This is an optimization exercise on Yosys and OpenROAD, whose aim is small area, not a production implementation.
RTL that was checked went through simulation tests only; none was proved equivalent to the original.
For run 1, only the layout was checked, not whether the RTL still works.
No activity file was given, so power comes from the tool's default toggle rates.

--- flow/config.mk ---
export PLATFORM = sky130hd
export DESIGN_NAME = cpu16
export DESIGN_NICKNAME = cpu16
export VERILOG_FILES = /design/flow/design.v
export SDC_FILE = /design/flow/constraint.sdc
export NUM_CORES = 4
export LEC_CHECK = 0
export CAP_MARGIN = 0
export CORE_MARGIN = 2
export CORE_UTILIZATION = 60
export CTS_BUF_LIST = sky130_fd_sc_hd__clkbuf_4
export PLACE_DENSITY = 0.75
export SLEW_MARGIN = 0
export SYNTH_HIERARCHICAL = 1
--- flow/run.sh ---
#!/bin/bash
# synth_recipe.tcl (not shown) runs the flow's synth.tcl, then flattens the netlist and writes it again
# the make line also repeats each setting of config.mk as NAME=value (left out here)
make -C /OpenROAD-flow-scripts/flow DESIGN_CONFIG=/design/flow/config.mk WORK_HOME=/design/flow/orfs CLKGATE_MAP_FILE= SYNTH_SCRIPT=/design/flow/synth_recipe.tcl finish
--- flow/design.v ---
module g_a22o(input a1, a2, b1, b2, output y);
	assign y = (a1 & a2) | (b1 & b2);
endmodule
module g_a222oi(input a1, a2, b1, b2, c1, c2, output y);
	assign y = ~((a1 & a2) | (b1 & b2) | (c1 & c2));
endmodule
module g_a22oi(input a1, a2, b1, b2, output y);
	assign y = ~((a1 & a2) | (b1 & b2));
endmodule
module g_o22a(input a1, a2, b1, b2, output y);
	assign y = (a1 | a2) & (b1 | b2);
endmodule
module g_a21oi(input a1, a2, b1, output y);
	assign y = ~((a1 & a2) | b1);
endmodule
module g_o21ai(input a1, a2, b1, output y);
	assign y = ~((a1 | a2) & b1);
endmodule
module g_nand2(input a, b, output y);
	assign y = ~(a & b);
endmodule
module g_nor2(input a, b, output y);
	assign y = ~(a | b);
endmodule
module g_and2(input a, b, output y);
	assign y = a & b;
endmodule
module g_xor2(input a, b, output y);
	assign y = a ^ b;
endmodule
module g_xnor2(input a, b, output y);
	assign y = ~(a ^ b);
endmodule
module g_and3(input a, b, c, output y);
	assign y = a & b & c;
endmodule
module g_nand3(input a, b, c, output y);
	assign y = ~(a & b & c);
endmodule
module g_nand4(input a, b, c, d, output y);
	assign y = ~(a & b & c & d);
endmodule
module g_mux2(input a0, a1, s, output y);
	assign y = s ? a1 : a0;
endmodule
module g_mux2i(input a0, a1, s, output y);
	assign y = ~(s ? a1 : a0);
endmodule
module g_inv(input a, output y);
	assign y = ~a;
endmodule
module rdbit(input [15:0] d, input [15:0] s, output y);
	wire l0, l1, l2, l3, l4, l5, t;
	g_a222oi u0(d[0], s[0], d[1], s[1], d[2], s[2], l0);
	g_a222oi u1(d[3], s[3], d[4], s[4], d[5], s[5], l1);
	g_a222oi u2(d[6], s[6], d[7], s[7], d[8], s[8], l2);
	g_a222oi u3(d[9], s[9], d[10], s[10], d[11], s[11], l3);
	g_a222oi u4(d[12], s[12], d[13], s[13], d[14], s[14], l4);
	g_nand2 u5(d[15], s[15], l5);
	g_and3 u6(l0, l1, l2, t);
	g_nand4 u7(t, l3, l4, l5, y);
endmodule
module dec16(input [3:0] a, input en, output [15:0] y);
	wire [3:0] an;
	wire [3:0] lo_n, hi_n;
	genvar k;
	generate
		for (k = 0; k < 4; k = k + 1) begin : iv
			g_inv u(a[k], an[k]);
		end
		for (k = 0; k < 4; k = k + 1) begin : pd
			g_nand3 ul(en, k[0] ? a[0] : an[0], k[1] ? a[1] : an[1], lo_n[k]);
			g_nand2 uh(k[0] ? a[2] : an[2], k[1] ? a[3] : an[3], hi_n[k]);
		end
		for (k = 0; k < 16; k = k + 1) begin : o
			g_nor2 u(lo_n[k % 4], hi_n[k / 4], y[k]);
		end
	endgenerate
endmodule
module decw(input [3:0] a, input en, output [15:0] y, output [15:0] yn);
	dec16 u(.a(a), .en(en), .y(y));
	genvar k;
	generate
		for (k = 0; k < 16; k = k + 1) begin : iv
			g_inv ui(y[k], yn[k]);
		end
	endgenerate
endmodule
module resmux(input l2, s, shl, shr, es, sl, sr, output y);
	wire l1 = ~((s & es) | (shl & sl) | (shr & sr));
	assign y = ~(l1 & l2);
endmodule
module alu2(input [1:0] a, input [1:0] bx, input c, input es, ca, cx, can, cxn,
	input [1:0] shl, input [1:0] shr, input sl, sr, output c2, output [1:0] res);
	wire p0, g0, cn1, s0, l20;
	wire pn1, gn1, s1, l21;
	g_xor2 u0(a[0], bx[0], p0);
	g_and2 u1(a[0], bx[0], g0);
	g_a21oi u2(p0, c, g0, cn1);
	g_xor2 u3(p0, c, s0);
	g_a22oi u4(g0, ca, p0, cx, l20);
	resmux u5(l20, s0, shl[0], shr[0], es, sl, sr, res[0]);
	g_xnor2 v0(a[1], bx[1], pn1);
	g_nand2 v1(a[1], bx[1], gn1);
	g_o21ai v2(pn1, cn1, gn1, c2);
	g_xor2 v3(pn1, cn1, s1);
	g_o22a v4(gn1, can, pn1, cxn, l21);
	resmux v5(l21, s1, shl[1], shr[1], es, sl, sr, res[1]);
endmodule
module shifter(input [15:0] a, input rev, revn, input [3:0] n, input [3:0] nn, output [15:0] y);
	wire [15:0] s0, s1, s2, s3;
	genvar i;
	generate
		for (i = 0; i < 16; i = i + 1) begin : st
			g_a22o ur(a[i], revn, a[15-i], rev, s0[i]);
			if (i >= 1) begin : a1
				g_a22o u(s0[i], nn[0], s0[i-1], n[0], s1[i]);
			end else begin : b1
				g_and2 u(s0[i], nn[0], s1[i]);
			end
			if (i >= 2) begin : a2
				g_a22o u(s1[i], nn[1], s1[i-2], n[1], s2[i]);
			end else begin : b2
				g_and2 u(s1[i], nn[1], s2[i]);
			end
			if (i >= 4) begin : a3
				g_a22o u(s2[i], nn[2], s2[i-4], n[2], s3[i]);
			end else begin : b3
				g_and2 u(s2[i], nn[2], s3[i]);
			end
			if (i >= 8) begin : a4
				g_a22o u(s3[i], nn[3], s3[i-8], n[3], y[i]);
			end else begin : b4
				g_and2 u(s3[i], nn[3], y[i]);
			end
		end
	endgenerate
endmodule
module ctrl(
	input [4:0] op,
	input [3:0] x,
	input [3:0] y,
	input cf,
	input rst,
	output wr, ena, enb, immb, binv, cin, es, ca, cx, can, cxn, shl_op, shr_op, rev, revn,
	output cf_upd, cf_mask, jump
	);
	wire o4 = op[4], o3 = op[3], o2 = op[2], o1 = op[1], o0 = op[0];
	wire xnz = |x;
	wire ynz = |y;
	assign wr = ~rst & ((~o4 & ~o3 & ((~o2 & ~o1) | (o2 & o1 & ~o0))) |
	                    (~o4 & o3 & ~(o2 & o1 & o0)) |
	                    (o4 & ~o3 & ~(o2 & o1)));
	assign ena = ~(~o4 & ~o3 & o1 & ~o0);
	wire imm_x = o4 ? o1 : o0;
	assign immb = ~o3 & o2 & (ynz | (imm_x & xnz));
	assign enb = ~immb & (o4 | o3 | o2);
	assign binv = o4 ? (o2 ? o0 : o1) : (o0 & ~o3 & ~o1);
	assign cin = o4 ? (o2 ? o0 : (o1 ^ (o0 & cf))) : (~o1 & ~o0);
	assign es = ~o3;
	assign ca = o3 & ~o2 & ~o1;
	assign cx = o3 & ~o2 & (o1 ^ o0);
	assign can = ~ca;
	assign cxn = ~cx;
	assign shl_op = o3 & o0 & (o2 | o1);
	assign shr_op = o3 & o2 & ~o0;
	assign rev = o2 & ~o0;
	assign revn = ~rev;
	assign cf_upd = o4 & ~o3 & ~o0 & (~o1 | o2);
	assign cf_mask = o1 & xnz;
	assign jump = ~o4 & ~o3 & o2 & ~o1 & o0;
endmodule
module cpu16(
	input clk,
	input rst,
	input [15:0] instr,
	output [7:0] pc,
	output wb_en,
	output [3:0] wb_addr,
	output [15:0] wb_data
    );
	wire [4:0] op = instr[15:11];
	wire [3:0] x = instr[7:4];
	wire [3:0] y = instr[3:0];
	reg [255:0] rf;
	reg [7:0] pc_q;
	reg cf;
	wire wr, ena, enb, immb, binv, cin, es, ca, cx, can, cxn, shl_op, shr_op, rev, revn;
	wire cf_upd, cf_mask, jump;
	ctrl u_ctrl(.op(op), .x(x), .y(y), .cf(cf), .rst(rst),
		.wr(wr), .ena(ena), .enb(enb), .immb(immb), .binv(binv), .cin(cin),
		.es(es), .ca(ca), .cx(cx), .can(can), .cxn(cxn),
		.shl_op(shl_op), .shr_op(shr_op), .rev(rev), .revn(revn),
		.cf_upd(cf_upd), .cf_mask(cf_mask), .jump(jump));
	wire [15:0] sa, sb, sw, swn;
	dec16 u_deca(.a(x), .en(ena), .y(sa));
	dec16 u_decb(.a(y), .en(enb), .y(sb));
	decw u_decw(.a(x), .en(wr), .y(sw), .yn(swn));
	wire [15:0] a, rb;
	genvar i, j;
	generate
		for (i = 0; i < 16; i = i + 1) begin : rd
			wire [15:0] col;
			for (j = 0; j < 16; j = j + 1) begin : c
				assign col[j] = rf[16*j + i];
			end
			rdbit ua(.d(col), .s(sa), .y(a[i]));
			rdbit ub(.d(col), .s(sb), .y(rb[i]));
		end
	endgenerate
	wire [15:0] b = {rb[15:4], rb[3:0] | (y & {4{immb}})};
	wire [15:0] bx = b ^ {16{binv}};
	wire big = |b[15:4];
	wire sl = shl_op & ~big;
	wire sr = shr_op & ~big;
	wire [15:0] sh;
	shifter u_sh(.a(a), .rev(rev), .revn(revn), .n(b[3:0]), .nn(~b[3:0]), .y(sh));
	wire [16:0] c;
	wire [15:0] result;
	assign c[0] = cin;
	generate
		for (i = 0; i < 16; i = i + 2) begin : alu
			alu2 u(.a(a[i+1:i]), .bx(bx[i+1:i]), .c(c[i]), .es(es), .ca(ca), .cx(cx),
				.can(can), .cxn(cxn), .shl(sh[i+1:i]), .shr({sh[14-i], sh[15-i]}),
				.sl(sl), .sr(sr), .c2(c[i+2]), .res(result[i+1:i]));
		end
	endgenerate
	wire [255:0] rf_d;
	generate
		for (j = 0; j < 16; j = j + 1) begin : wrow
			for (i = 0; i < 16; i = i + 1) begin : wb
				g_a22o u(.a1(sw[j]), .a2(result[i]), .b1(swn[j]), .b2(rf[16*j + i]), .y(rf_d[16*j + i]));
			end
		end
	endgenerate
	always @(posedge clk)
		rf <= rf_d;
	always @(posedge clk) begin
		if (rst)
			pc_q <= 8'b0;
		else if (jump)
			pc_q <= {(|x) ? x : a[3:0], b[3:0]};
		else
			pc_q <= pc_q + 8'd1;
	end
	always @(posedge clk) begin
		if (rst)
			cf <= 1'b0;
		else if (cf_upd)
			cf <= c[16] & ~cf_mask;
	end
	assign wb_en = wr;
	assign wb_addr = x;
	assign wb_data = result;
	assign pc = pc_q;
endmodule
--- flow/constraint.sdc ---
create_clock -name core_clock -period 15.0 [get_ports {clk}]
set_input_delay 3.0000 -clock core_clock [delete_from_list [all_inputs] [get_ports {clk}]]
set_output_delay 3.0000 -clock core_clock [all_outputs]
set_load 0.01 [all_outputs]
==> impl_metrics.json, run 1 <==
{
  "num_io_pins": 47,
  "syn-cell-area_mm2": 0.0124,
  "wirelength_um": 46800,
  "whs_endpoint": "cf",
  "synth.avg_cell_area_um2": 10.3,
  "rows": 52,
  "r2r_end": "rf[143]",
  "hpwlAfterDp_um": 30100,
  "hold_path_depth": 2,
  "timing.final.crit_share_pct": 90.7,
  "dp_cells": 1572,
  "final_antenna_net_count": 0,
  "maxSlewViolCount": 0,
  "yosysWarnings": 7,
  "slowest_stage": "clkdlybuf4s50_1",
  "layout.area.seq_mm2": 0.00531,
  "start_util_pct": 61.2,
  "peakVddDrop_mv": 0.0938,
  "fin_nets": 1393,
  "die_h_um": 148,
  "ys.flop_type": "dfxtp_1",
  "drt_iter0_drc": 2665,
  "critPathKind": "in2out",
  "cts-resized-gates": 0,
  "cp-start-kind": "input port",
  "layoutNonFillerInstCount": 1688,
  "required_ns": 12.00,
  "cts_hold_buf": 0,
  "clk_transition_reported_paths_ns": 0.05,
  "critPathCaptureType": "output pin",
  "hp-start": "cf",
  "maxCapViolations": 0,
  "reg2reg_slack_ns": 9.25,
  "setup_tns_ns": 0,
  "grt_pass1_vias": 11700,
  "die_x_um": 148,
  "cts_tree": "done",
  "portBuffers": 43,
  "ff2ff_path_depth": 27,
  "rsz0062_at_grt": "false",
  "grt_util_all_layers_pct": 41.6,
  "finalHoldViolations": 0,
  "ctsHtreeMaxLevel": 3,
  "fin_util_pct": 70.8,
  "async_flop_share_pct": 0,
  "clock_path_buffers": 3,
  "clock_latency_ns": 0.67,
  "synthCells": 1207,
  "cts-root-buf": "clkbuf_4",
  "drc": 0,
  "grt_max_degree": 20,
  "antenna_found_initial": 1,
  "cts-buffers-inserted": 69,
  "power_density_mw_per_mm2": 168,
  "fin_skew_ns": 0.0492,
  "worst_pin_slew_ns": 1.16,
  "cp.arrival_ns": 10.61,
  "nFillCells": 1620,
  "synthesis.nets": 1227,
  "critPathMaxStageDelay_ns": 0.63,
  "grt_pass1_wl_um": 69800,
  "post-cts-setup-buffers": 0,
  "setup_violations": 0,
  "dieArea_mm2": 0.0219,
  "synth-seq-cells": 265,
  "post_drt_wl_per_cell_um": 27.7,
  "synth_edf_count": 0,
  "multi_input_comb_area_mm2": 0.00688,
  "period_minus_slack_ns": 13.61,
  "ys_types": 44,
  "grt_remaining_overflow": 0,
  "area_growth_pct": 15.8,
  "via_per_inst": 7.70,
  "cts_sinks": 265,
  "seq_area_frac_synth_pct": 42.7,
  "cp_max_fo": 19,
  "total_leakage_power_nw": 5.57,
  "core_mm2": 0.0203,
  "min_path_type": "reg2reg",
  "fmax_ghz": 0.0735,
  "r2r-start": "rf[128]",
  "status": "complete, no violations",
  "globalplace.congestion": 1.07,
  "max_slew_margin_pct": 22.7,
  "final_layout_size_suffix_gt1_share_pct": 12.7,
  "dr.pass1.iters": 13,
  "vias": 13000
}
## placed cells by master (no fill, tap or decap), types with 7 or more instances in the layout
cell type / count
a22o_1: 321
dfxtp_1: 265
a222oi_1: 160
clkbuf_4: 88
nand2_1: 70
buf_4: 65
nor2_1: 54
clkdlybuf4s50_1: 43
inv_1: 42
xor2_1: 39
and3_1: 34
nand4_1: 33
nand3_1: 32
and2_1: 24
clkinv_1: 19
a22oi_1: 16
xnor2_1: 13
o21ai_1: 9
a21oi_1: 8
a21oi_2: 8
a22oi_2: 8
o22a_1: 8
nor4_1: 7
## worst max path at each step
stage,start,to,slack (ns),cells after the start
6_report,instr[4],wb_data[15],1.39,34
5_1_grt,instr[4],wb_data[15],0.96,34
4_1_cts,instr[5],wb_data[15],1.61,34
3_5_place_dp,instr[5],wb_data[15],1.64,34
3_3_place_gp,instr[4],wb_data[15],1.78,34
2_1_floorplan,instr[5],wb_data[15],3.40,29
## report_power, final
| part | total [mW] | internal, mW | switching (mW) |
|---|---|---|---|
| registers | 1.04 | 0.891 | 0.151 |
| logic | 0.786 | 0.320 | 0.466 |
| clock network | 0.582 | 0.276 | 0.305 |
## worst max-delay path, delay by kind of cell
family / cells / cell delay (ns)
compound gates: 19 / 3.45
xor+xnor: 3 / 0.72
buf+inv: 5 / 1.92
simple gates: 7 / 1.49
## cells by family after synthesis
| kind of cell | synth area share, % |
|---|---|
| fa+ha+maj | 0.201 |
| compound gates | 40.2 |
| flops | 42.7 |
| simple gates | 11.2 |
| xor+xnor | 3.67 |
| buf+inv | 1.95 |
| mux | 0.0806 |
## per-layer routing
layer	part of all wire, %	vias up	GRT usage [%]
met2	39	1101	55.0
met4	6.7	0	25.7
met5	0	-	0
met3	15	142	11.7
li1	-	5576	-
met1	40	6179	59.3
## Yosys cell counts (5+ instances only)
library cell | count | share of area, %
a21oi_1 | 8 | 0.32
o22a_1 | 8 | 0.56
nor4_1 | 7 | 0.35
nor2_1 | 54 | 1.6
o21ai_1 | 9 | 0.36
xnor2_1 | 13 | 0.92
xor2_1 | 39 | 2.7
buf_2 | 6 | 0.24
a222oi_1 | 160 | 13
and2_1 | 24 | 1.2
nor4b_1 | 5 | 0.35
nand3_1 | 32 | 1.3
nand4_1 | 33 | 1.7
a22o_1 | 321 | 23
a21oi_2 | 8 | 0.56
a22oi_1 | 16 | 0.97
inv_1 | 42 | 1.3
a22oi_2 | 8 | 0.81
a211oi_1 | 5 | 0.30
dfxtp_1 | 265 | 43
and3_1 | 34 | 1.7
nand2_1 | 70 | 2.1
## layout make-up
class | instances | area share (%)
sequential | 265 | 36.9
clock buffer | 88 | 4.59
tap | 270 | 2.35
multi-input combinational | 886 | 47.8
inverter | 43 | 1.14
antenna | 1 | 0.0174
clock inverter | 27 | 0.809
timing repair buffer | 108 | 6.39
## sequential cells by signal, indices dropped and copies added (netlist names)
name  cells
rf      256
cf        1
pc_q      8
## modules after synthesis, one instance, submodules excluded, a selection
module / flops+latches / times used
cpu16: 265 / 1
ctrl: 0 / 1
g_a222oi: 0 / 160
g_o22a: 0 / 8
g_a21oi: 0 / 8
g_xnor2: 0 / 8
g_a22o: 0 / 321
g_and2: 0 / 23
g_nand3: 0 / 12
g_nand2: 0 / 52
g_inv: 0 / 28
g_nor2: 0 / 48
## stage by stage
stage	hold slack, ns	instance area, um2	power [mW]	setup slack (ns)
2_1_floorplan	0.460	12400	1.49	3.40
3_3_place_gp	0.474	13600	1.77	1.78
3_5_place_dp	0.478	13600	1.80	1.64
4_1_cts	0.490	14400	2.38	1.61
5_1_grt	0.511	14400	2.50	0.965
6_report	0.491	14400	2.41	1.39
==> run 2, diff against run 1 <==
--- a/flow/design.v
+++ b/flow/design.v
@@ -60,57 +60,82 @@
 	g_and3 u6(l0, l1, l2, t);
 	g_nand4 u7(t, l3, l4, l5, y);
 endmodule
-module dec16(input [3:0] a, input en, output [15:0] y);
+module predec(input [3:0] a, input en, output [3:0] lo, output [3:0] hi);
 	wire [3:0] an;
-	wire [3:0] lo_n, hi_n;
 	genvar k;
 	generate
 		for (k = 0; k < 4; k = k + 1) begin : iv
 			g_inv u(a[k], an[k]);
 		end
 		for (k = 0; k < 4; k = k + 1) begin : pd
-			g_nand3 ul(en, k[0] ? a[0] : an[0], k[1] ? a[1] : an[1], lo_n[k]);
-			g_nand2 uh(k[0] ? a[2] : an[2], k[1] ? a[3] : an[3], hi_n[k]);
-		end
+			g_and3 ul(en, k[0] ? a[0] : an[0], k[1] ? a[1] : an[1], lo[k]);
+			g_nor2 uh(k[0] ? an[2] : a[2], k[1] ? an[3] : a[3], hi[k]);
+		end
+	endgenerate
+endmodule
+module dec16(input [3:0] a, input en, output [15:0] y);
+	wire [3:0] lo, hi;
+	wire [15:0] yn;
+	predec u(.a(a), .en(en), .lo(lo), .hi(hi));
+	genvar k;
+	generate
 		for (k = 0; k < 16; k = k + 1) begin : o
-			g_nor2 u(lo_n[k % 4], hi_n[k / 4], y[k]);
+			g_nand2 un(lo[k % 4], hi[k / 4], yn[k]);
+			g_inv ui(yn[k], y[k]);
 		end
 	endgenerate
 endmodule
 module decw(input [3:0] a, input en, output [15:0] y, output [15:0] yn);
-	dec16 u(.a(a), .en(en), .y(y));
+	wire [3:0] lo, hi;
+	wire [15:0] t;
+	predec u(.a(a), .en(en), .lo(lo), .hi(hi));
 	genvar k;
 	generate
-		for (k = 0; k < 16; k = k + 1) begin : iv
-			g_inv ui(y[k], yn[k]);
-		end
-	endgenerate
-endmodule
-module resmux(input l2, s, shl, shr, es, sl, sr, output y);
+		for (k = 0; k < 16; k = k + 1) begin : o
+			g_nand2 un(lo[k % 4], hi[k / 4], t[k]);
+			g_inv ui(t[k], y[k]);
+			g_inv uj(y[k], yn[k]);
+		end
+	endgenerate
+endmodule
+module resmux(input l2, s, shl, shr, es, sl, sr, output yn);
+	wire l1;
+	g_a222oi u0(s, es, shl, sl, shr, sr, l1);
+	g_and2 u1(l1, l2, yn);
+endmodule
+module resmux_e(input g, p, s, shl, shr, es, ca, cx, sl, sr, output yn);
 	wire l1 = ~((s & es) | (shl & sl) | (shr & sr));
-	assign y = ~(l1 & l2);
+	wire l2 = ~((g & ca) | (p & cx));
+	assign yn = l1 & l2;
 endmodule
 module alu2(input [1:0] a, input [1:0] bx, input c, input es, ca, cx, can, cxn,
 	input [1:0] shl, input [1:0] shr, input sl, sr, output c2, output [1:0] res);
-	wire p0, g0, cn1, s0, l20;
+	wire p0, g0, cn1, s0;
 	wire pn1, gn1, s1, l21;
+	wire [1:0] rn;
 	g_xor2 u0(a[0], bx[0], p0);
 	g_and2 u1(a[0], bx[0], g0);
 	g_a21oi u2(p0, c, g0, cn1);
 	g_xor2 u3(p0, c, s0);
-	g_a22oi u4(g0, ca, p0, cx, l20);
-	resmux u5(l20, s0, shl[0], shr[0], es, sl, sr, res[0]);
+	resmux_e u5(g0, p0, s0, shl[0], shr[0], es, ca, cx, sl, sr, rn[0]);
+	g_inv u6(rn[0], res[0]);
 	g_xnor2 v0(a[1], bx[1], pn1);
 	g_nand2 v1(a[1], bx[1], gn1);
 	g_o21ai v2(pn1, cn1, gn1, c2);
 	g_xor2 v3(pn1, cn1, s1);
 	g_o22a v4(gn1, can, pn1, cxn, l21);
-	resmux v5(l21, s1, shl[1], shr[1], es, sl, sr, res[1]);
-endmodule
-module shifter(input [15:0] a, input rev, revn, input [3:0] n, input [3:0] nn, output [15:0] y);
+	resmux v5(l21, s1, shl[1], shr[1], es, sl, sr, rn[1]);
+	g_inv v6(rn[1], res[1]);
+endmodule
+module shifter(input [15:0] a, input rev, revn, input [3:0] nb, output [15:0] y);
 	wire [15:0] s0, s1, s2, s3;
+	wire [3:0] n, nn;
 	genvar i;
 	generate
+		for (i = 0; i < 4; i = i + 1) begin : sel
+			g_inv u0(nb[i], nn[i]);
+			g_inv u1(nn[i], n[i]);
+		end
 		for (i = 0; i < 16; i = i + 1) begin : st
 			g_a22o ur(a[i], revn, a[15-i], rev, s0[i]);
 			if (i >= 1) begin : a1
@@ -214,7 +239,7 @@
 	wire sl = shl_op & ~big;
 	wire sr = shr_op & ~big;
 	wire [15:0] sh;
-	shifter u_sh(.a(a), .rev(rev), .revn(revn), .n(b[3:0]), .nn(~b[3:0]), .y(sh));
+	shifter u_sh(.a(a), .rev(rev), .revn(revn), .nb(b[3:0]), .y(sh));
 	wire [16:0] c;
 	wire [15:0] result;
 	assign c[0] = cin;
==> flow/flow/run.sh (new file) <==
#!/bin/bash
# Standard layout flow, with smaller port buffers and area recovery after
# global routing. Each tool's output is logged by standard.sh under orfs/logs.
set -e
cp standard.sh standard_sh.txt
export BUFFER_PORTS_ARGS="-buffer_cell sky130_fd_sc_hd__buf_1"
export RECOVER_POWER=100
bash standard.sh > standard_run.log 2>&1
==> flow/standard.sh (new file) <==
#!/bin/bash
# synth_recipe.tcl (not shown) runs the flow's synth.tcl, then flattens the netlist and writes it again
# the make line also repeats each setting of config.mk as NAME=value (left out here)
make -C /OpenROAD-flow-scripts/flow DESIGN_CONFIG=/design/flow/config.mk WORK_HOME=/design/flow/orfs CLKGATE_MAP_FILE= SYNTH_SCRIPT=/design/flow/synth_recipe.tcl "${@:-finish}"
--- a/flow/config.mk
+++ b/flow/config.mk
@@ -8,7 +8,9 @@
 export CAP_MARGIN = 0
 export CORE_MARGIN = 2
 export CORE_UTILIZATION = 60
-export CTS_BUF_LIST = sky130_fd_sc_hd__clkbuf_4
+export CTS_BUF_LIST = sky130_fd_sc_hd__clkbuf_8
+export CTS_CLUSTER_DIAMETER = 80
+export CTS_CLUSTER_SIZE = 16
 export PLACE_DENSITY = 0.75
 export SLEW_MARGIN = 0
 export SYNTH_HIERARCHICAL = 1
removed: flow/run.sh
==> impl_metrics.json, run 2 <==
{
  "status": "complete, no violations",
  "cp_num_cells": 33,
  "final_layout_size_suffix_gt1_share_pct": 2.62,
  "rsz0062_at_grt": "false",
  "via_per_inst": 7.79,
  "fin_skew_ns": 0.0468,
  "reg2reg_slack_ns": 8.00,
  "synth.area.top_cells": "dfxtp_1, a22o_1, a222oi_1",
  "cts_hold_buf": 0,
  "max_slew_margin_pct": 17.2,
  "fin_nets": 1355,
  "synth_top_area_share_pct": 41.9,
  "dr.pass1.iters": 13,
  "final_antenna_net_count": 0,
  "layout_setup_ws_ns": 1.27,
  "path_common_cell": "o21ai_0",
  "cts_sinks": 265,
  "cts_tree": "done",
  "layout_commonest_cell": "a22o_1",
  "peakVddDrop_mv": 0.109,
  "post-cts-setup-buffers": 0,
  "die_x_um": 149,
  "critPathMaxStageDelay_ns": 0.71,
  "drt_iter0_drc": 2511,
  "setup_tns_ns": 0,
  "ys_types": 42,
  "synth_top_cell_by_area": "dfxtp_1",
  "start_util_pct": 60.7,
  "dieArea_mm2": 0.0223,
  "cp.arrival_ns": 10.73,
  "min_path_type": "reg2reg",
  "rows": 53,
  "grt_pass1_wl_um": 68700,
  "vias": 12500,
  "async_flop_share_pct": 0,
  "portBuffers": 43,
  "crit_family": "compound AO/OA/AOI/OAI gates",
  "multi_input_comb_area_mm2": 0.00684,
  "antenna_found_initial": 1,
  "period_minus_slack_ns": 13.73,
  "total_leakage_power_nw": 5.43,
  "top_regs": "rf (256), pc_q (8), cf (1)",
  "critPathKind": "in2out",
  "hpwlAfterDp_um": 29800,
  "cp_max_fo": 17,
  "slowest_stage": "a222oi_1",
  "num_io_pins": 47,
  "pre_cts_slack_ns": 2.13,
  "yosysWarnings": 7,
  "cp-start-kind": "input port",
  "synthCells": 1271,
  "drc": 0,
  "final_cell_mix": "a22o_1, dfxtp_1, a222oi_1",
  "finalHoldViolations": 0,
  "setup_violations": 0,
  "synthesis.nets": 1291,
  "post_drt_wl_per_cell_um": 28.7,
  "synth_common_cells": "a22o_1, dfxtp_1, a222oi_1, inv_1, nand2_1",
  "timing.final.crit_share_pct": 91.5,
  "yosysMostFrequentCell": "a22o_1",
  "cp_num_buf_inv": 5,
  "clk_transition_reported_paths_ns": 0.10,
  "required_ns": 12.00,
  "ys.flop_type": "dfxtp_1",
  "worst_pin_slew_ns": 1.24,
  "r2r_end": "rf[110]",
  "top_register": "rf",
  "core_mm2": 0.0209,
  "cts-buffers-inserted": 20,
  "fmax_ghz": 0.0728,
  "seq_area_frac_synth_pct": 41.9,
  "maxSlewViolCount": 0,
  "grt_remaining_overflow": 0,
  "critPathCapture": "wb_data[15]",
  "die_h_um": 149,
  "place_area_mm2": 0.0132,
  "ctsHtreeMaxLevel": 1,
  "synth-seq-cells": 265,
  "antenna_cells": 0,
  "clock_latency_ns": 0.58,
  "synth_edf_count": 0,
  "critPathCaptureType": "output pin",
  "startpoint": "instr[6]",
  "clock_path_buffers": 3,
  "holdWs_ns": 0.505,
  "wirelength_um": 46300,
  "r2r-start": "rf[97]",
  "globalplace.congestion": 1.05,
  "synth.avg_cell_area_um2": 9.97,
  "layout.area.seq_mm2": 0.00531,
  "grt_pass1_vias": 11300,
  "cts-root-buf": "clkbuf_8",
  "cts-resized-gates": 0,
  "ff2ff_path_depth": 25,
  "maxCapViolations": 0,
  "syn-cell-area_mm2": 0.0127,
  "largest_reg_flops": 256,
  "grt_max_degree": 20,
  "final_area_mm2": 0.0134,
  "nFillCells": 1812,
  "area_growth_pct": 6.14,
  "power_density_mw_per_mm2": 159,
  "grt_util_all_layers_pct": 40.4
}
==> run 2: metal layers <==
layer / GRT usage [%] / part of all wire [%] / up-vias
met5: 0 / 0.030 / -
met2: 57.9 / 41 / 982
met4: 19.0 / 5.9 / 2
met1: 56.3 / 39 / 6010
li1: - / - / 5435
met3: 11.2 / 14 / 119
==> run 2: through the flow <==
step,std cells,power [mW],util (%)
after global routing,1610,2.22,64.4
after CTS,1610,2.11,64.6
final,1610,2.13,64.4
after floorplan,1271,1.51,-
after global placement,1588,1.74,63.1
after detailed placement,1588,1.76,63.1
==> run 2: worst min-delay path by stage <==
stage / start / to / cells after the start
after global placement: rf[10] / rf[10] / 1
after global routing: rf[75] / rf[75] / 1
after floorplan: cf / cf / 2
final: rf[254] / rf[254] / 1
after detailed placement: rf[104] / rf[104] / 1
after CTS: cf / cf / 2
==> run 2: Yosys stat by module, one instance, submodules excluded, excerpt <==
module / area, um2 / cells inside / copies in the design
g_and2: 6.26 / 1 / 31
g_a222oi: 10.0 / 1 / 168
g_inv: 3.75 / 1 / 100
ctrl: 267 / 42 / 1
g_xor2: 8.76 / 1 / 24
g_a21oi: 8.76 / 1 / 8
g_xnor2: 8.76 / 1 / 8
g_and3: 6.26 / 1 / 44
cpu16: 5840 / 345 / 1
g_nor2: 3.75 / 1 / 12
==> run 2: cell families (layout without fill, tap and decap cells) <==
logic type | count (synthesis) | after routing | share of synthesized area, %
adder cells (fa/ha/maj) | 2 | 2 | 0.197
buffers and inverters | 128 | 192 | 4.05
AND/OR/NAND/NOR | 274 | 274 | 11.2
XOR/XNOR | 52 | 52 | 3.59
AO/OA/AOI/OAI | 549 | 549 | 39.0
flip-flops | 265 | 265 | 41.9
multiplexers | 1 | 1 | 0.0790
==> run 2: report_power, final <==
group          internal, mW  switching, mW
clock                 0.124          0.230
sequential            0.890          0.147
combinational         0.282          0.460
==> run 2: layout make-up <==
| class | count | area share (%) |
|---|---|---|
| multi-input combinational | 878 | 50.8 |
| sequential | 265 | 39.4 |
| inverter | 115 | 3.22 |
| tap | 275 | 2.56 |
| clock buffer | 20 | 2.05 |
| timing repair buffer | 55 | 1.70 |
| clock inverter | 2 | 0.186 |
==> run 3, diff against run 2 <==
==> flow/run.sh (new file) <==
#!/bin/bash
# synth_recipe.tcl (not shown) runs the flow's synth.tcl, then flattens the netlist and writes it again
# the make line also repeats each setting of config.mk as NAME=value (left out here)
make -C /OpenROAD-flow-scripts/flow DESIGN_CONFIG=/design/flow/config.mk WORK_HOME=/design/flow/orfs CLKGATE_MAP_FILE= SYNTH_SCRIPT=/design/flow/synth_recipe.tcl finish
removed: flow/flow/run.sh
removed: flow/standard.sh
==> impl_metrics.json, run 3 <==
{
  "period_minus_slack_ns": 13.69,
  "grt_pass1_vias": 11300,
  "via_per_inst": 7.75,
  "maxCapViolations": 0,
  "synth_top_cell_by_area": "dfxtp_1",
  "total_leakage_power_nw": 5.59,
  "dr.pass1.iters": 12,
  "antenna_found_initial": 6,
  "cts_hold_buf": 0,
  "cts-root-buf": "clkbuf_8",
  "setup_tns_ns": 0,
  "grt_remaining_overflow": 0,
  "area_growth_pct": 8.92,
  "setup_violations": 0,
  "synth.area.top_cells": "dfxtp_1, a22o_1, a222oi_1",
  "ys_types": 42,
  "dieArea_mm2": 0.0223,
  "peakVddDrop_mv": 0.107,
  "timing.final.crit_share_pct": 91.3,
  "fin_skew_ns": 0.0332,
  "top_regs": "rf (256), pc_q (8), cf (1)",
  "maxSlewViolCount": 0,
  "core_mm2": 0.0209,
  "grt_util_all_layers_pct": 40.9,
  "top_register": "rf",
  "yosys.area_share.adder_pct": 0.198,
  "grt_pass1_wl_um": 69400,
  "critPathKind": "in2out",
  "drt_iter0_drc": 2468,
  "slowest_stage": "clkdlybuf4s50_1",
  "ys.flop_type": "dfxtp_1",
  "status": "complete, no violations",
  "muxShareOfSynthArea_pct": 0.0790,
  "max_slew_margin_pct": 25.7,
  "synthCells": 1271,
  "async_flop_share_pct": 0,
  "wirelength_um": 46900,
  "synth_top_area_share_pct": 41.9,
  "fin_util_pct": 66.1,
  "fin_nets": 1358,
  "power_density_mw_per_mm2": 159,
  "cts_sinks": 265,
  "start_util_pct": 60.7,
  "final_antenna_net_count": 0,
  "synth_edf_count": 0,
  "cts-buffers-inserted": 21,
  "hold_path_depth": 2,
  "finalHoldViolations": 0,
  "cts-resized-gates": 0,
  "yosysMostFrequentCell": "a22o_1",
  "final_layout_size_suffix_gt1_share_pct": 3.73,
  "synth_top_family_by_area": "compound AO/OA/AOI/OAI gates",
  "synth_common_cells": "a22o_1, dfxtp_1, a222oi_1, inv_1, nand2_1",
  "drc": 0,
  "rows": 53,
  "vias": 12500,
  "seq_area_frac_synth_pct": 41.9,
  "pre_cts_slack_ns": 1.50,
  "grt_max_degree": 20,
  "critPathCaptureType": "output pin",
  "synthesis.nets": 1291,
  "post-cts-setup-buffers": 0,
  "required_ns": 12.00,
  "die_h_um": 149,
  "syn-cell-area_mm2": 0.0127,
  "hpwlAfterDp_um": 30300,
  "nFillCells": 1762,
  "antenna_cells": 0,
  "cts_tree": "done",
  "synth_compound_area_share_pct": 39.0,
  "post_drt_wl_per_cell_um": 29.1,
  "num_io_pins": 47,
  "min_path_type": "reg2reg",
  "synth.avg_cell_area_um2": 9.97,
  "portBuffers": 43,
  "synth-seq-cells": 265,
  "layout_setup_ws_ns": 1.31,
  "clock_path_buffers": 3,
  "cp-start-kind": "input port",
  "clock_latency_ns": 0.58,
  "layout_commonest_cell": "a22o_1",
  "synthSimpleGateAreaFrac_pct": 11.2,
  "globalplace.congestion": 1.06,
  "worst_pin_slew_ns": 1.11,
  "largest_reg_flops": 256,
  "cp_max_fo": 16,
  "clk_transition_reported_paths_ns": 0.09,
  "cp.arrival_ns": 10.69,
  "fmax_ghz": 0.0730,
  "synthXorXnorAreaFrac_pct": 3.59,
  "yosysWarnings": 7,
  "critPathMaxStageDelay_ns": 0.65,
  "ctsHtreeMaxLevel": 1,
  "ff2ff_path_depth": 26,
  "rsz0062_at_grt": "false",
  "final_cell_mix": "a22o_1, dfxtp_1, a222oi_1",
  "die_x_um": 149
}
[run 3: cell counts after synthesis]
No cell type changed its count.
[run 3: worst paths after layout]
path / slack [ns] / start / endpoint
worst min-delay path: 0.50 / cf / cf
worst max-delay path: 1.31 / instr[7] / wb_data[15]
worst max register to register: 8.86 / rf[97] / rf[15]
worst min register to register: 0.50 / cf / cf
[run 3: logic make-up (layout without fill, tap and decap cells)]
family / count (synthesis) / in the layout
buf+inv: 128 / 197
xor+xnor: 52 / 52
mux: 1 / 1
fa+ha+maj: 2 / 2
flops: 265 / 265
simple gates: 274 / 274
compound gates: 549 / 549
[run 3: layout make-up]
class                           instances  area (um2)  share of cell area (%)
Clock buffer                           21         289                    2.09
Clock inverter                          4        40.0                   0.290
Inverter                              115         434                    3.15
Multi-Input combinational cell        878        6850                    49.7
Sequential cell                       265        5310                    38.4
Tap cell                              275         344                    2.49
Timing Repair Buffer                   57         536                    3.88
[run 3: through the flow]
stage | area, um2 | instances | hold WS (ns) | power (mW)
after floorplan | 12700 | 1271 | 0.460 | 1.51
after global placement | 13500 | 1590 | 0.474 | 1.79
after detailed placement | 13500 | 1590 | 0.477 | 1.80
after CTS | 13800 | 1615 | 0.497 | 2.17
after global routing | 13800 | 1615 | 0.515 | 2.28
final | 13800 | 1615 | 0.499 | 2.20
[run 3: report_power, final]
part	internal, mW	total (mW)	switching (mW)
sequential	0.890	1.04	0.148
combinational	0.321	0.789	0.467
clock	0.131	0.370	0.239
total	1.34	2.20	0.854
[run 3: per-layer routing]
metal	global-route usage [%]	part of all wire (%)	vias up
met3	10.2	14	132
li1	-	-	5436
met5	2.27	0.19	-
met1	57.5	39	6004
met4	21.6	6.2	6
met2	57.3	40	943
[run 3: critical path: cells and delay by family]
kind / cells / cell delay [ns]
compound gates: 20 / 3.72
xor+xnor: 3 / 0.72
buf+inv: 4 / 1.78
simple gates: 6 / 1.47
[run 3: modules after synthesis (local to each module, per instance), excerpt]
module | cells inside | copies in the design | flops+latches | cell area [um2]
g_xnor2 | 1 | 8 | 0 | 8.76
g_a22o | 1 | 321 | 0 | 8.76
resmux_e | 4 | 8 | 0 | 23.8
g_nor2 | 1 | 12 | 0 | 3.75
g_xor2 | 1 | 24 | 0 | 8.76
g_and3 | 1 | 44 | 0 | 6.26
g_a222oi | 1 | 168 | 0 | 10.0
g_o21ai | 1 | 8 | 0 | 5.00
g_o22a | 1 | 8 | 0 | 8.76
g_a21oi | 1 | 8 | 0 | 8.76
g_nand2 | 1 | 88 | 0 | 3.75
g_and2 | 1 | 31 | 0 | 6.26
g_nand4 | 1 | 32 | 0 | 6.26
g_inv | 1 | 100 | 0 | 3.75
ctrl | 42 | 1 | 0 | 267
==> run 4, diff against run 3 <==
--- a/flow/design.v
+++ b/flow/design.v
@@ -73,6 +73,30 @@
 		end
 	endgenerate
 endmodule
+module predec2(input [3:0] a, input en0, en1, output [3:0] lo0, output [3:0] lo1, output [3:0] hi);
+	wire [3:0] an;
+	genvar k;
+	generate
+		for (k = 0; k < 4; k = k + 1) begin : iv
+			g_inv u(a[k], an[k]);
+		end
+		for (k = 0; k < 4; k = k + 1) begin : pd
+			g_and3 ul0(en0, k[0] ? a[0] : an[0], k[1] ? a[1] : an[1], lo0[k]);
+			g_and3 ul1(en1, k[0] ? a[0] : an[0], k[1] ? a[1] : an[1], lo1[k]);
+			g_nor2 uh(k[0] ? an[2] : a[2], k[1] ? an[3] : a[3], hi[k]);
+		end
+	endgenerate
+endmodule
+module sel16(input [3:0] lo, input [3:0] hi, output [15:0] y);
+	wire [15:0] yn;
+	genvar k;
+	generate
+		for (k = 0; k < 16; k = k + 1) begin : o
+			g_nand2 un(lo[k % 4], hi[k / 4], yn[k]);
+			g_inv ui(yn[k], y[k]);
+		end
+	endgenerate
+endmodule
 module dec16(input [3:0] a, input en, output [15:0] y);
 	wire [3:0] lo, hi;
 	wire [15:0] yn;
@@ -85,10 +109,8 @@
 		end
 	endgenerate
 endmodule
-module decw(input [3:0] a, input en, output [15:0] y, output [15:0] yn);
-	wire [3:0] lo, hi;
+module selw(input [3:0] lo, input [3:0] hi, output [15:0] y, output [15:0] yn);
 	wire [15:0] t;
-	predec u(.a(a), .en(en), .lo(lo), .hi(hi));
 	genvar k;
 	generate
 		for (k = 0; k < 16; k = k + 1) begin : o
@@ -167,32 +189,40 @@
 	input [3:0] y,
 	input cf,
 	input rst,
-	output wr, ena, enb, immb, binv, cin, es, ca, cx, can, cxn, shl_op, shr_op, rev, revn,
-	output cf_upd, cf_mask, jump
+	output wr, addr_en, ena, aimm, enb, immb, binv, cin, es, ca, cx, can, cxn,
+	output shl_op, shr_op, rev, revn, cf_upd, jump
 	);
 	wire o4 = op[4], o3 = op[3], o2 = op[2], o1 = op[1], o0 = op[0];
+	wire x02, x10, x21, x1c;
+	g_xor2 ux0(o0, o2, x02);
+	g_xor2 ux1(o1, o0, x10);
+	g_xor2 ux2(o2, o1, x21);
+	g_xor2 ux3(o1, o0 & cf, x1c);
 	wire xnz = |x;
 	wire ynz = |y;
-	assign wr = ~rst & ((~o4 & ~o3 & ((~o2 & ~o1) | (o2 & o1 & ~o0))) |
-	                    (~o4 & o3 & ~(o2 & o1 & o0)) |
-	                    (o4 & ~o3 & ~(o2 & o1)));
-	assign ena = ~(~o4 & ~o3 & o1 & ~o0);
+	wire wrop = (~o4 & ~o3 & ((~o2 & ~o1) | (o2 & o1 & ~o0))) |
+	            (~o4 & o3 & ~(o2 & o1 & o0)) |
+	            (o4 & ~o3 & ~(o2 & o1));
+	assign wr = wrop & ~rst;
+	assign addr_en = wrop | (~o4 & ~o3 & o2 & ~o1 & ~o0);
+	wire iiform = ~o3 & o2 & (o4 ? o1 : (~o1 & o0));
+	assign aimm = iiform & xnz;
+	assign ena = ~(aimm | (~o4 & ~o3 & o1 & ~o0));
 	wire imm_x = o4 ? o1 : o0;
-	assign immb = ~o3 & o2 & (ynz | (imm_x & xnz));
+	assign immb = ~o3 & o2 & (o4 | o1 | o0) & (ynz | (imm_x & xnz));
 	assign enb = ~immb & (o4 | o3 | o2);
-	assign binv = o4 ? (o2 ? o0 : o1) : (o0 & ~o3 & ~o1);
-	assign cin = o4 ? (o2 ? o0 : (o1 ^ (o0 & cf))) : (~o1 & ~o0);
-	assign es = ~o3;
-	assign ca = o3 & ~o2 & ~o1;
-	assign cx = o3 & ~o2 & (o1 ^ o0);
+	assign binv = o4 ? (o2 ? o0 : o1) : (~o3 & ~o1 & x02);
+	assign cin = o4 ? (o2 ? o0 : x1c) : (~o1 & ~o0);
+	assign es = ~o3 & (o4 | (~o1 & ~(o2 & o0)) | (o2 & o1 & ~o0));
+	assign ca = ~o4 & o3 & ~o2 & ~o1;
+	assign cx = ~o4 & o3 & ~o2 & x10;
 	assign can = ~ca;
 	assign cxn = ~cx;
-	assign shl_op = o3 & o0 & (o2 | o1);
-	assign shr_op = o3 & o2 & ~o0;
+	assign shl_op = ~o4 & o3 & o0 & x21;
+	assign shr_op = ~o4 & o3 & o2 & ~o0;
 	assign rev = o2 & ~o0;
 	assign revn = ~rev;
 	assign cf_upd = o4 & ~o3 & ~o0 & (~o1 | o2);
-	assign cf_mask = o1 & xnz;
 	assign jump = ~o4 & ~o3 & o2 & ~o1 & o0;
 endmodule
 module cpu16(
@@ -210,18 +240,20 @@
 	reg [255:0] rf;
 	reg [7:0] pc_q;
 	reg cf;
-	wire wr, ena, enb, immb, binv, cin, es, ca, cx, can, cxn, shl_op, shr_op, rev, revn;
-	wire cf_upd, cf_mask, jump;
+	wire wr, addr_en, ena, aimm, enb, immb, binv, cin, es, ca, cx, can, cxn;
+	wire shl_op, shr_op, rev, revn, cf_upd, jump;
 	ctrl u_ctrl(.op(op), .x(x), .y(y), .cf(cf), .rst(rst),
-		.wr(wr), .ena(ena), .enb(enb), .immb(immb), .binv(binv), .cin(cin),
+		.wr(wr), .addr_en(addr_en), .ena(ena), .aimm(aimm), .enb(enb), .immb(immb), .binv(binv), .cin(cin),
 		.es(es), .ca(ca), .cx(cx), .can(can), .cxn(cxn),
 		.shl_op(shl_op), .shr_op(shr_op), .rev(rev), .revn(revn),
-		.cf_upd(cf_upd), .cf_mask(cf_mask), .jump(jump));
+		.cf_upd(cf_upd), .jump(jump));
 	wire [15:0] sa, sb, sw, swn;
-	dec16 u_deca(.a(x), .en(ena), .y(sa));
+	wire [3:0] lo_a, lo_w, hi_x;
+	predec2 u_pdx(.a(x), .en0(ena), .en1(wr), .lo0(lo_a), .lo1(lo_w), .hi(hi_x));
+	sel16 u_sela(.lo(lo_a), .hi(hi_x), .y(sa));
+	selw u_selw(.lo(lo_w), .hi(hi_x), .y(sw), .yn(swn));
 	dec16 u_decb(.a(y), .en(enb), .y(sb));
-	decw u_decw(.a(x), .en(wr), .y(sw), .yn(swn));
-	wire [15:0] a, rb;
+	wire [15:0] ra, rb;
 	genvar i, j;
 	generate
 		for (i = 0; i < 16; i = i + 1) begin : rd
@@ -229,10 +261,11 @@
 			for (j = 0; j < 16; j = j + 1) begin : c
 				assign col[j] = rf[16*j + i];
 			end
-			rdbit ua(.d(col), .s(sa), .y(a[i]));
+			rdbit ua(.d(col), .s(sa), .y(ra[i]));
 			rdbit ub(.d(col), .s(sb), .y(rb[i]));
 		end
 	endgenerate
+	wire [15:0] a = {ra[15:4], ra[3:0] | (x & {4{aimm}})};
 	wire [15:0] b = {rb[15:4], rb[3:0] | (y & {4{immb}})};
 	wire [15:0] bx = b ^ {16{binv}};
 	wire big = |b[15:4];
@@ -264,7 +297,7 @@
 		if (rst)
 			pc_q <= 8'b0;
 		else if (jump)
-			pc_q <= {(|x) ? x : a[3:0], b[3:0]};
+			pc_q <= {a[3:0], b[3:0]};
 		else
 			pc_q <= pc_q + 8'd1;
 	end
@@ -272,10 +305,10 @@
 		if (rst)
 			cf <= 1'b0;
 		else if (cf_upd)
-			cf <= c[16] & ~cf_mask;
+			cf <= c[16];
 	end
 	assign wb_en = wr;
-	assign wb_addr = x;
+	assign wb_addr = x & {4{addr_en}};
 	assign wb_data = result;
 	assign pc = pc_q;
 endmodule
==> flow/flow/run.sh (new file) <==
#!/bin/bash
# Standard layout flow, with smaller port buffers and area recovery after
# global routing. Each tool's output is logged by standard.sh under orfs/logs.
set -e
cp standard.sh standard_sh.txt
export BUFFER_PORTS_ARGS="-buffer_cell sky130_fd_sc_hd__buf_1"
export RECOVER_POWER=100
bash standard.sh > standard_run.log 2>&1
==> flow/standard.sh (new file) <==
#!/bin/bash
# synth_recipe.tcl (not shown) runs the flow's synth.tcl, then flattens the netlist and writes it again
# the make line also repeats each setting of config.mk as NAME=value (left out here)
make -C /OpenROAD-flow-scripts/flow DESIGN_CONFIG=/design/flow/config.mk WORK_HOME=/design/flow/orfs CLKGATE_MAP_FILE= SYNTH_SCRIPT=/design/flow/synth_recipe.tcl "${@:-finish}"
removed: flow/run.sh
==> impl_metrics.json, run 4 <==
{
  "cts-buffers-inserted": 20,
  "clk_transition_reported_paths_ns": 0.10,
  "grt_pass1_wl_um": 67500,
  "cp_num_buf_inv": 5,
  "hpwlAfterDp_um": 29900,
  "grt_util_all_layers_pct": 39.5,
  "grt_remaining_overflow": 0,
  "nFillCells": 1804,
  "final_cell_mix": "a22o_1, dfxtp_1, a222oi_1",
  "portBuffers": 43,
  "globalplace.congestion": 1.07,
  "cts-resized-gates": 0,
  "largest_reg_flops": 256,
  "area_growth_pct": 6.42,
  "cts_tree": "done",
  "min_path_type": "reg2reg",
  "dieArea_mm2": 0.0224,
  "crit_family": "compound AO/OA/AOI/OAI gates",
  "rows": 53,
  "via_per_inst": 7.80,
  "cts_sinks": 265,
  "maxSlewViolCount": 0,
  "antenna_cells": 0,
  "post-cts-setup-buffers": 0,
  "critPathCaptureType": "output pin",
  "maxCapViolations": 0,
  "worst_pin_slew_ns": 1.25,
  "max_slew_margin_pct": 16.4,
  "wirelength_um": 46000,
  "final_layout_size_suffix_gt1_share_pct": 2.89,
  "ys.flop_type": "dfxtp_1",
  "synth_top_area_share_pct": 41.7,
  "start_util_pct": 60.9,
  "top_regs": "rf (256), pc_q (8), cf (1)",
  "path_common_cell": "a21oi_1",
  "dr.pass1.iters": 11,
  "setup_violations": 0,
  "required_ns": 12.00,
  "async_flop_share_pct": 0,
  "cts-root-buf": "clkbuf_8",
  "core_mm2": 0.0209,
  "synth_edf_count": 0,
  "fin_util_pct": 64.8,
  "drt_iter0_drc": 2374,
  "synth_common_cells": "a22o_1, dfxtp_1, a222oi_1, inv_1, nand2_1",
  "layout_commonest_cell": "a22o_1",
  "cp.arrival_ns": 11.13,
  "clock_path_buffers": 3,
  "critPathKind": "in2out",
  "yosysWarnings": 7,
  "slowest_stage": "clkbuf_1",
  "period_minus_slack_ns": 14.13,
  "vias": 12700,
  "top_register": "rf",
  "timing.final.crit_share_pct": 94.2,
  "total_leakage_power_nw": 5.42,
  "drc": 0,
  "die_h_um": 150,
  "synth.area.top_cells": "dfxtp_1, a22o_1, a222oi_1",
  "critPathMaxStageDelay_ns": 0.89,
  "synth_top_cell_by_area": "dfxtp_1",
  "ys_types": 45,
  "cp_max_fo": 17,
  "yosysMostFrequentCell": "a22o_1",
  "power_density_mw_per_mm2": 133,
  "cp-start-kind": "input port",
  "synthesis.nets": 1295,
  "grt_max_degree": 19,
  "totalPowerFinal_mw": 1.80,
  "setup_tns_ns": 0,
  "antenna_found_initial": 0,
  "final_antenna_net_count": 0,
  "finalHoldViolations": 0,
  "synthCells": 1276,
  "seq_area_frac_synth_pct": 41.7,
  "clock_latency_ns": 0.58,
  "status": "complete, no violations",
  "rsz0062_at_grt": "false",
  "syn-cell-area_mm2": 0.0127,
  "fmax_ghz": 0.0708,
  "fin_nets": 1366,
  "fin_skew_ns": 0.0519,
  "cts_hold_buf": 0,
  "synth.avg_cell_area_um2": 9.97,
  "peakVddDrop_mv": 0.0778,
  "die_x_um": 150,
  "post_drt_wl_per_cell_um": 28.3,
  "num_io_pins": 47,
  "grt_pass1_vias": 11000,
  "synth-seq-cells": 265,
  "ctsHtreeMaxLevel": 1
}
-- run 4: changes by cell type in the layout (fill, tap and decap cells not counted), sizes merged, moves of 3 or more --
cell / delta
a311oi: -3
inv: -4
o21bai: +3
nor4b: -5
and2: +6
clkbuf: +9
a21oi: +3
xor2: +5
buf: +34
clkdlybuf4s50: -43
-- run 4: worst paths after layout --
path / start / end / slack, ns / cells past startpoint
setup / recovery: instr[12] / wb_data[13] / 0.87 / 32
setup reg to reg: rf[0] / rf[207] / 8.18 / 26
hold / removal: rf[202] / rf[202] / 0.51 / 1
hold reg to reg: rf[202] / rf[202] / 0.51 / 1
-- run 4: per-layer routing --
metal / track usage (%) / up-vias / routed length [um]
met3: 9.30 / 93 / 6980
met1: 59.5 / 6110 / 18600
met5: 0 / - / 0
met4: 17.4 / 0 / 2280
li1: - / 5468 / -
met2: 52.9 / 988 / 18100
-- run 4: power by group --
| group | total (mW) | leakage, nW | switching [mW] | internal, mW |
|---|---|---|---|---|
| combinational | 0.514 | 3.10 | 0.318 | 0.196 |
| sequential | 0.932 | 2.16 | 0.101 | 0.831 |
| clock | 0.357 | 0.156 | 0.229 | 0.128 |
| total | 1.80 | 5.42 | 0.648 | 1.15 |
-- run 4: layout make-up --
class	instances	area, um2	area share [%]
repair buffers	57	236	1.75
clock inverters	2	16.3	0.120
clock buffers	21	289	2.13
well taps	275	344	2.54
flip-flops and latches	265	5310	39.2
inverters	111	417	3.08
multi-input cells	892	6930	51.2
-- run 4: stage by stage --
| step | setup slack [ns] | hold slack, ns | area, um2 | std cells |
|---|---|---|---|---|
| floorplan | 3.82 | 0.452 | 12700 | 1276 |
| global placement | 1.76 | 0.467 | 13300 | 1600 |
| detailed placement | 1.62 | 0.476 | 13300 | 1600 |
| CTS | 1.59 | 0.505 | 13600 | 1623 |
| global route | 0.454 | 0.523 | 13500 | 1623 |
| finish | 0.870 | 0.509 | 13500 | 1623 |
-- run 4: logic make-up (layout without fill, tap and decap cells) --
kind of cell | count (synthesis) | count (layout) | synth area share [%]
DFF | 265 | 265 | 41.7
buffers and inverters | 119 | 191 | 3.66
and+or+nand+nor | 274 | 274 | 11.2
AOI/OAI and AO/OA | 559 | 559 | 39.4
adders and majority gates | 1 | 1 | 0.0983
muxes | 2 | 2 | 0.157
xor gates and xnor gates | 56 | 56 | 3.85
-- run 4: per-module statistics from Yosys, one instance, submodules excluded, excerpt --
module / cells inside / flip-flops and latches
g_and2: 1 / 0
g_a21oi: 1 / 0
g_xor2: 1 / 0
g_o21ai: 1 / 0
g_nand2: 1 / 0
g_xnor2: 1 / 0
g_a22o: 1 / 0
ctrl: 50 / 0
g_o22a: 1 / 0
==> run 5, diff against run 4 <==
--- a/flow/config.mk
+++ b/flow/config.mk
@@ -7,10 +7,10 @@
 export LEC_CHECK = 0
 export CAP_MARGIN = 0
 export CORE_MARGIN = 2
-export CORE_UTILIZATION = 60
+export CORE_UTILIZATION = 66
 export CTS_BUF_LIST = sky130_fd_sc_hd__clkbuf_8
 export CTS_CLUSTER_DIAMETER = 80
 export CTS_CLUSTER_SIZE = 16
-export PLACE_DENSITY = 0.75
+export PLACE_DENSITY = 0.8
 export SLEW_MARGIN = 0
 export SYNTH_HIERARCHICAL = 1
==> impl_metrics.json, run 5 <==
{
  "period_minus_slack_ns": 13.94,
  "final_area_mm2": 0.0135,
  "hold_path_depth": 1,
  "status": "complete, no violations",
  "totalPowerFinal_mw": 1.81,
  "cts_sinks": 265,
  "reg2reg_slack_ns": 8.19,
  "synth_top_cell_by_area": "dfxtp_1",
  "cp-start-kind": "input port",
  "maxSlewViolCount": 0,
  "dieArea_mm2": 0.0204,
  "grt_max_degree": 19,
  "min_path_type": "reg2reg",
  "maxCapViolations": 0,
  "finalHoldViolations": 0,
  "via_per_inst": 7.92,
  "r2r_end": "rf[254]",
  "synthSimpleGateAreaFrac_pct": 11.2,
  "critPathCaptureType": "output pin",
  "die_x_um": 143,
  "synth_compound_area_share_pct": 39.4,
  "ys.flop_type": "dfxtp_1",
  "fin_skew_ns": 0.0449,
  "synth-seq-cells": 265,
  "synth_common_cells": "a22o_1, dfxtp_1, a222oi_1, inv_1, nand2_1",
  "power_density_mw_per_mm2": 134,
  "ys_types": 45,
  "syn-cell-area_mm2": 0.0127,
  "grt_util_all_layers_pct": 42.6,
  "synth_top_family_by_area": "compound AO/OA/AOI/OAI gates",
  "drc": 0,
  "r2r-start": "rf[97]",
  "critPathKind": "in2out",
  "ff2ff_path_depth": 25,
  "place_area_mm2": 0.0132,
  "layout_commonest_cell": "a22o_1",
  "rows": 50,
  "dr.pass1.iters": 13,
  "total_leakage_power_nw": 5.41,
  "hpwlAfterDp_um": 29500,
  "vias": 12700,
  "cts_hold_buf": 0,
  "top_regs": "rf (256), pc_q (8), cf (1)",
  "post_drt_wl_per_cell_um": 28.0,
  "hp-start": "rf[120]",
  "fin_util_pct": 71.7,
  "cts_tree": "done",
  "crit_family": "compound AO/OA/AOI/OAI gates",
  "synth.avg_cell_area_um2": 9.97,
  "ctsHtreeMaxLevel": 1,
  "die_h_um": 143,
  "worst_pin_slew_ns": 1.31,
  "critPathMaxStageDelay_ns": 0.86,
  "fmax_ghz": 0.0717,
  "yosys.area_share.adder_pct": 0.0983,
  "muxShareOfSynthArea_pct": 0.157,
  "area_growth_pct": 6.14,
  "yosysWarnings": 7,
  "cts-buffers-inserted": 20,
  "yosysMostFrequentCell": "a22o_1",
  "max_slew_margin_pct": 12.8,
  "cp.arrival_ns": 10.94,
  "synthXorXnorAreaFrac_pct": 3.85,
  "path_common_cell": "a21oi_1",
  "layout_setup_ws_ns": 1.06,
  "synthCells": 1276,
  "num_io_pins": 47,
  "clk_transition_reported_paths_ns": 0.10,
  "fin_nets": 1362,
  "cp_num_buf_inv": 5,
  "grt_pass1_vias": 11100,
  "final_layout_size_suffix_gt1_share_pct": 2.53,
  "globalplace.congestion": 0.983,
  "required_ns": 12.00,
  "portBuffers": 43,
  "setup_violations": 0,
  "rsz0062_at_grt": "false",
  "timing.final.crit_share_pct": 92.9,
  "synthesis.nets": 1295,
  "pre_cts_slack_ns": 1.88,
  "setup_tns_ns": 0,
  "grt_pass1_wl_um": 66500,
  "whs_endpoint": "rf[120]",
  "largest_reg_flops": 256,
  "clock_latency_ns": 0.57,
  "slowest_stage": "clkbuf_1",
  "synth.area.top_cells": "dfxtp_1, a22o_1, a222oi_1",
  "synth_top_area_share_pct": 41.7,
  "wirelength_um": 45000,
  "async_flop_share_pct": 0,
  "peakVddDrop_mv": 0.108,
  "start_util_pct": 67.6,
  "core_mm2": 0.0188,
  "post-cts-setup-buffers": 0,
  "antenna_found_initial": 1,
  "drt_iter0_drc": 2727,
  "synth_edf_count": 0,
  "clock_path_buffers": 3,
  "top_register": "rf",
  "final_antenna_net_count": 0,
  "final_cell_mix": "a22o_1, dfxtp_1, a222oi_1",
  "grt_remaining_overflow": 0,
  "cts-resized-gates": 0,
  "seq_area_frac_synth_pct": 41.7,
  "cts-root-buf": "clkbuf_8",
  "cp_max_fo": 17
}
-- run 5: cell counts after synthesis --
No cell type changed its count.
-- run 5: modules after synthesis, one instance, submodules excluded, excerpt --
| module | cells inside | cell area, um2 | flip-flops and latches | times used |
|---|---|---|---|---|
| g_a222oi | 1 | 10.0 | 0 | 168 |
| g_and3 | 1 | 6.26 | 0 | 44 |
| cpu16 | 346 | 5830 | 265 | 1 |
| g_o22a | 1 | 8.76 | 0 | 8 |
| g_a21oi | 1 | 8.76 | 0 | 8 |
| g_and2 | 1 | 6.26 | 0 | 31 |
| g_o21ai | 1 | 5.00 | 0 | 8 |
| ctrl | 50 | 330 | 0 | 1 |
| g_a22o | 1 | 8.76 | 0 | 321 |
| g_nand2 | 1 | 3.75 | 0 | 88 |
| g_nor2 | 1 | 3.75 | 0 | 8 |
| g_nand4 | 1 | 6.26 | 0 | 32 |
| g_xnor2 | 1 | 8.76 | 0 | 8 |
-- run 5: worst max-delay path by stage --
stage | start | to | slack, ns | depth (start not counted)
after floorplan | instr[15] | wb_data[15] | 3.82 | 31
final | instr[12] | wb_data[13] | 1.06 | 31
after global routing | instr[12] | wb_data[15] | 0.58 | 33
after global placement | instr[12] | wb_data[15] | 1.99 | 32
after detailed placement | instr[12] | wb_data[15] | 1.88 | 33
after CTS | instr[12] | wb_data[15] | 1.86 | 33
-- run 5: final cells by class --
class	count	area [um2]
fill	1496	5330
timing repair buffer	53	206
multi-input combinational	892	6930
sequential	265	5310
clock inverter	3	43.8
tap	260	325
inverter	111	417
clock buffer	20	275
antenna	1	2.50
-- run 5: report_power, final --
group / switching (mW) / internal [mW]
registers: 0.104 / 0.831
clock network: 0.227 / 0.140
logic: 0.316 / 0.194
total: 0.648 / 1.17
-- run 5: kinds of logic after synthesis --
| group | after synthesis |
|---|---|
| mux | 2 |
| xor+xnor | 56 |
| compound gates | 559 |
| fa+ha+maj | 1 |
| simple gates | 274 |
| buf+inv | 119 |
| flops | 265 |
-- run 5: stage by stage --
stage | hold slack, ns | instances
floorplan | 0.452 | 1276
global placement | 0.474 | 1581
detailed placement | 0.477 | 1581
CTS | 0.508 | 1604
global route | 0.520 | 1604
finish | 0.511 | 1605
-- run 5: metal layers --
layer | wire length [um] | GRT usage, % | up-vias | part of all wire, %
met5 | 0 | 0 | - | 0
met4 | 2510 | 18.7 | 0 | 5.6
li1 | - | - | 5459 | -
met1 | 17700 | 62.0 | 6059 | 39
met2 | 17800 | 59.2 | 1056 | 39
met3 | 7010 | 11.0 | 130 | 16
==> run 6, diff against run 5 <==
--- a/flow/config.mk
+++ b/flow/config.mk
@@ -10,7 +10,7 @@
 export CORE_UTILIZATION = 66
 export CTS_BUF_LIST = sky130_fd_sc_hd__clkbuf_8
 export CTS_CLUSTER_DIAMETER = 80
-export CTS_CLUSTER_SIZE = 16
+export CTS_CLUSTER_SIZE = 18
 export PLACE_DENSITY = 0.8
 export SLEW_MARGIN = 0
 export SYNTH_HIERARCHICAL = 1
==> impl_metrics.json, run 6 <==
{
  "p_switching_mw": 0.646,
  "wirelength_um": 45100,
  "async_flop_share_pct": 0,
  "grt_pass1_vias": 11100,
  "cp.arrival_ns": 10.85,
  "vias": 12800,
  "seqPwrFrac_pct": 52.3,
  "top_register": "rf",
  "combPwrFrac_pct": 28.5,
  "synth.avg_cell_area_um2": 9.97,
  "post_drt_wl_per_cell_um": 28.2,
  "antenna_found_initial": 0,
  "area_growth_pct": 5.77,
  "reg2reg_slack_ns": 8.27,
  "grt_util_all_layers_pct": 42.6,
  "fmax_ghz": 0.0722,
  "core_mm2": 0.0188,
  "ys_types": 45,
  "total_leakage_power_nw": 5.39,
  "cts-root-buf": "clkbuf_8",
  "cp-start-kind": "input port",
  "setup_tns_ns": 0,
  "cts_hold_buf": 0,
  "clock_latency_ns": 0.58,
  "synth_top_cell_by_area": "dfxtp_1",
  "synthesis.nets": 1295,
  "via_per_inst": 7.99,
  "cts-resized-gates": 0,
  "whs_endpoint": "rf[45]",
  "die_h_um": 143,
  "seq_area_frac_synth_pct": 41.7,
  "swShare_pct": 36.1,
  "required_ns": 12.00,
  "critPathKind": "in2out",
  "drt_iter0_drc": 2723,
  "synthCells": 1276,
  "final_antenna_net_count": 0,
  "hold_path_depth": 1,
  "fin_nets": 1360,
  "rsz0062_at_grt": "false",
  "clock_path_buffers": 3,
  "dr.pass1.iters": 15,
  "dieArea_mm2": 0.0204,
  "maxSlewViolCount": 0,
  "grt_pass1_wl_um": 66600,
  "maxCapViolations": 0,
  "layout_setup_ws_ns": 1.15,
  "finalHoldViolations": 0,
  "clock_power_share_pct": 19.2,
  "period_minus_slack_ns": 13.85,
  "cts-buffers-inserted": 18,
  "cts_tree": "done",
  "fin_skew_ns": 0.0468,
  "post-cts-setup-buffers": 0,
  "globalplace.congestion": 0.983,
  "drc": 0,
  "cp_num_buf_inv": 5,
  "antenna_cells": 0,
  "synth_top_area_share_pct": 41.7,
  "cts_sinks": 265,
  "largest_reg_flops": 256,
  "yosysMostFrequentCell": "a22o_1",
  "syn-cell-area_mm2": 0.0127,
  "slowest_stage": "clkbuf_1",
  "crit_family": "compound AO/OA/AOI/OAI gates",
  "r2r_end": "rf[110]",
  "rows": 50,
  "grt_max_degree": 19,
  "synth.area.top_cells": "dfxtp_1, a22o_1, a222oi_1",
  "status": "complete, no violations",
  "r2r-start": "rf[0]"
}
## run 6: cell counts after synthesis
No cell type changed its count.
## run 6: layout make-up
cell class | instances | area, um2
Fill cell | 1501 | 5370
Tap cell | 260 | 325
Inverter | 111 | 417
Clock inverter | 2 | 13.8
Sequential cell | 265 | 5310
Timing Repair Buffer | 53 | 206
Multi-Input combinational cell | 892 | 6930
Clock buffer | 19 | 262
## run 6: cell families (layout without fill, tap and decap cells)
group	after synthesis	in the layout	share of synthesized area, %
multiplexers	2	2	0.157
XOR/XNOR	56	56	3.85
buffers and inverters	119	185	3.66
adder cells (fa/ha/maj)	1	1	0.0983
AND/OR/NAND/NOR	274	274	11.2
flip-flops	265	265	41.7
AO/OA/AOI/OAI	559	559	39.4
## run 6: power groups by stage
| stage | combinational [mW] | sequential [mW] | clock, mW |
|---|---|---|---|
| global route | 0.535 | 0.948 | 0.363 |
| finish | 0.510 | 0.935 | 0.343 |
| global placement | 0.485 | 0.937 | 0 |
| floorplan | 0.348 | 0.918 | 0 |
| CTS | 0.499 | 0.929 | 0.340 |
| detailed placement | 0.497 | 0.942 | 0 |
## run 6: routing by layer
metal	routed length (um)	share of wire [%]	track usage, %
met5	0	0	0
met4	2390	5.3	18.4
met3	7170	16	9.49
met2	18000	40	60.1
met1	17500	39	62.3
## run 6: worst max path at each step
stage               startpoint           to  slack (ns)  depth (start not counted)
floorplan            instr[15]  wb_data[15]        3.82                         31
global placement     instr[12]  wb_data[15]        1.99                         32
detailed placement   instr[12]  wb_data[15]        1.88                         33
CTS                  instr[12]  wb_data[15]        1.86                         33
global route         instr[12]  wb_data[15]        0.58                         33
finish               instr[12]  wb_data[13]        1.15                         31
## run 6: per-module statistics from Yosys (local to each module, per instance), a selection
| module | cell area [um2] | copies in the design | cells | flops+latches |
|---|---|---|---|---|
| cpu16 | 5830 | 1 | 346 | 265 |
| ctrl | 330 | 1 | 50 | 0 |
| resmux_e | 23.8 | 8 | 4 | 0 |
| g_a222oi | 10.0 | 168 | 1 | 0 |
| g_a21oi | 8.76 | 8 | 1 | 0 |
| g_a22o | 8.76 | 321 | 1 | 0 |
| g_o22a | 8.76 | 8 | 1 | 0 |
| g_xnor2 | 8.76 | 8 | 1 | 0 |
| g_and3 | 6.26 | 44 | 1 | 0 |
| g_and2 | 6.26 | 31 | 1 | 0 |
| g_nand4 | 6.26 | 32 | 1 | 0 |
| g_o21ai | 5.00 | 8 | 1 | 0 |
| g_inv | 3.75 | 96 | 1 | 0 |
| g_nand2 | 3.75 | 88 | 1 | 0 |
| g_nor2 | 3.75 | 8 | 1 | 0 |
## run 6: per-stage QoR
stage | hold WS, ns | total power, mW | std cells | instance area [um2] | utilization (%)
4_1_cts | 0.510 | 1.77 | 1602 | 13500 | 71.8
5_1_grt | 0.523 | 1.85 | 1602 | 13500 | 71.5
6_report | 0.510 | 1.79 | 1602 | 13500 | 71.5
3_3_place_gp | 0.474 | 1.42 | 1581 | 13200 | 70.3
2_1_floorplan | 0.452 | 1.27 | 1276 | 12700 | -
3_5_place_dp | 0.477 | 1.44 | 1581 | 13200 | 70.3
## run 6: worst reg2reg max path: stages (launching register included)
cell      delay, ns
dfxtp_1        0.35
a222oi_1       0.43
and3_1         0.31
nand4_1        0.13
a21oi_1        0.34
xnor2_1        0.20
xor2_1         0.34
a21oi_2        0.11
o21ai_0        0.30
a21oi_1        0.16
o21ai_0        0.35
a21oi_2        0.12
o21ai_0        0.34
a21oi_2        0.12
o21ai_1        0.25
a21oi_1        0.15
o21ai_1        0.23
a21oi_1        0.13
o21ai_1        0.21
a21oi_1        0.12
o21ai_1        0.22
xor2_1         0.17
a222oi_1       0.11
and3_1         0.25
inv_1          0.14
clkbuf_1       0.79
a22o_1         0.28

Re-timed with assumed drivers on the ports (clkbuf_16 on the clock, buf_2 on other inputs), run 6 has 1.126 ns of setup slack against 1.149 ns with ideal ports, and 1.126 ns once port delays also move by the mid clock arrival of 0.601 ns.
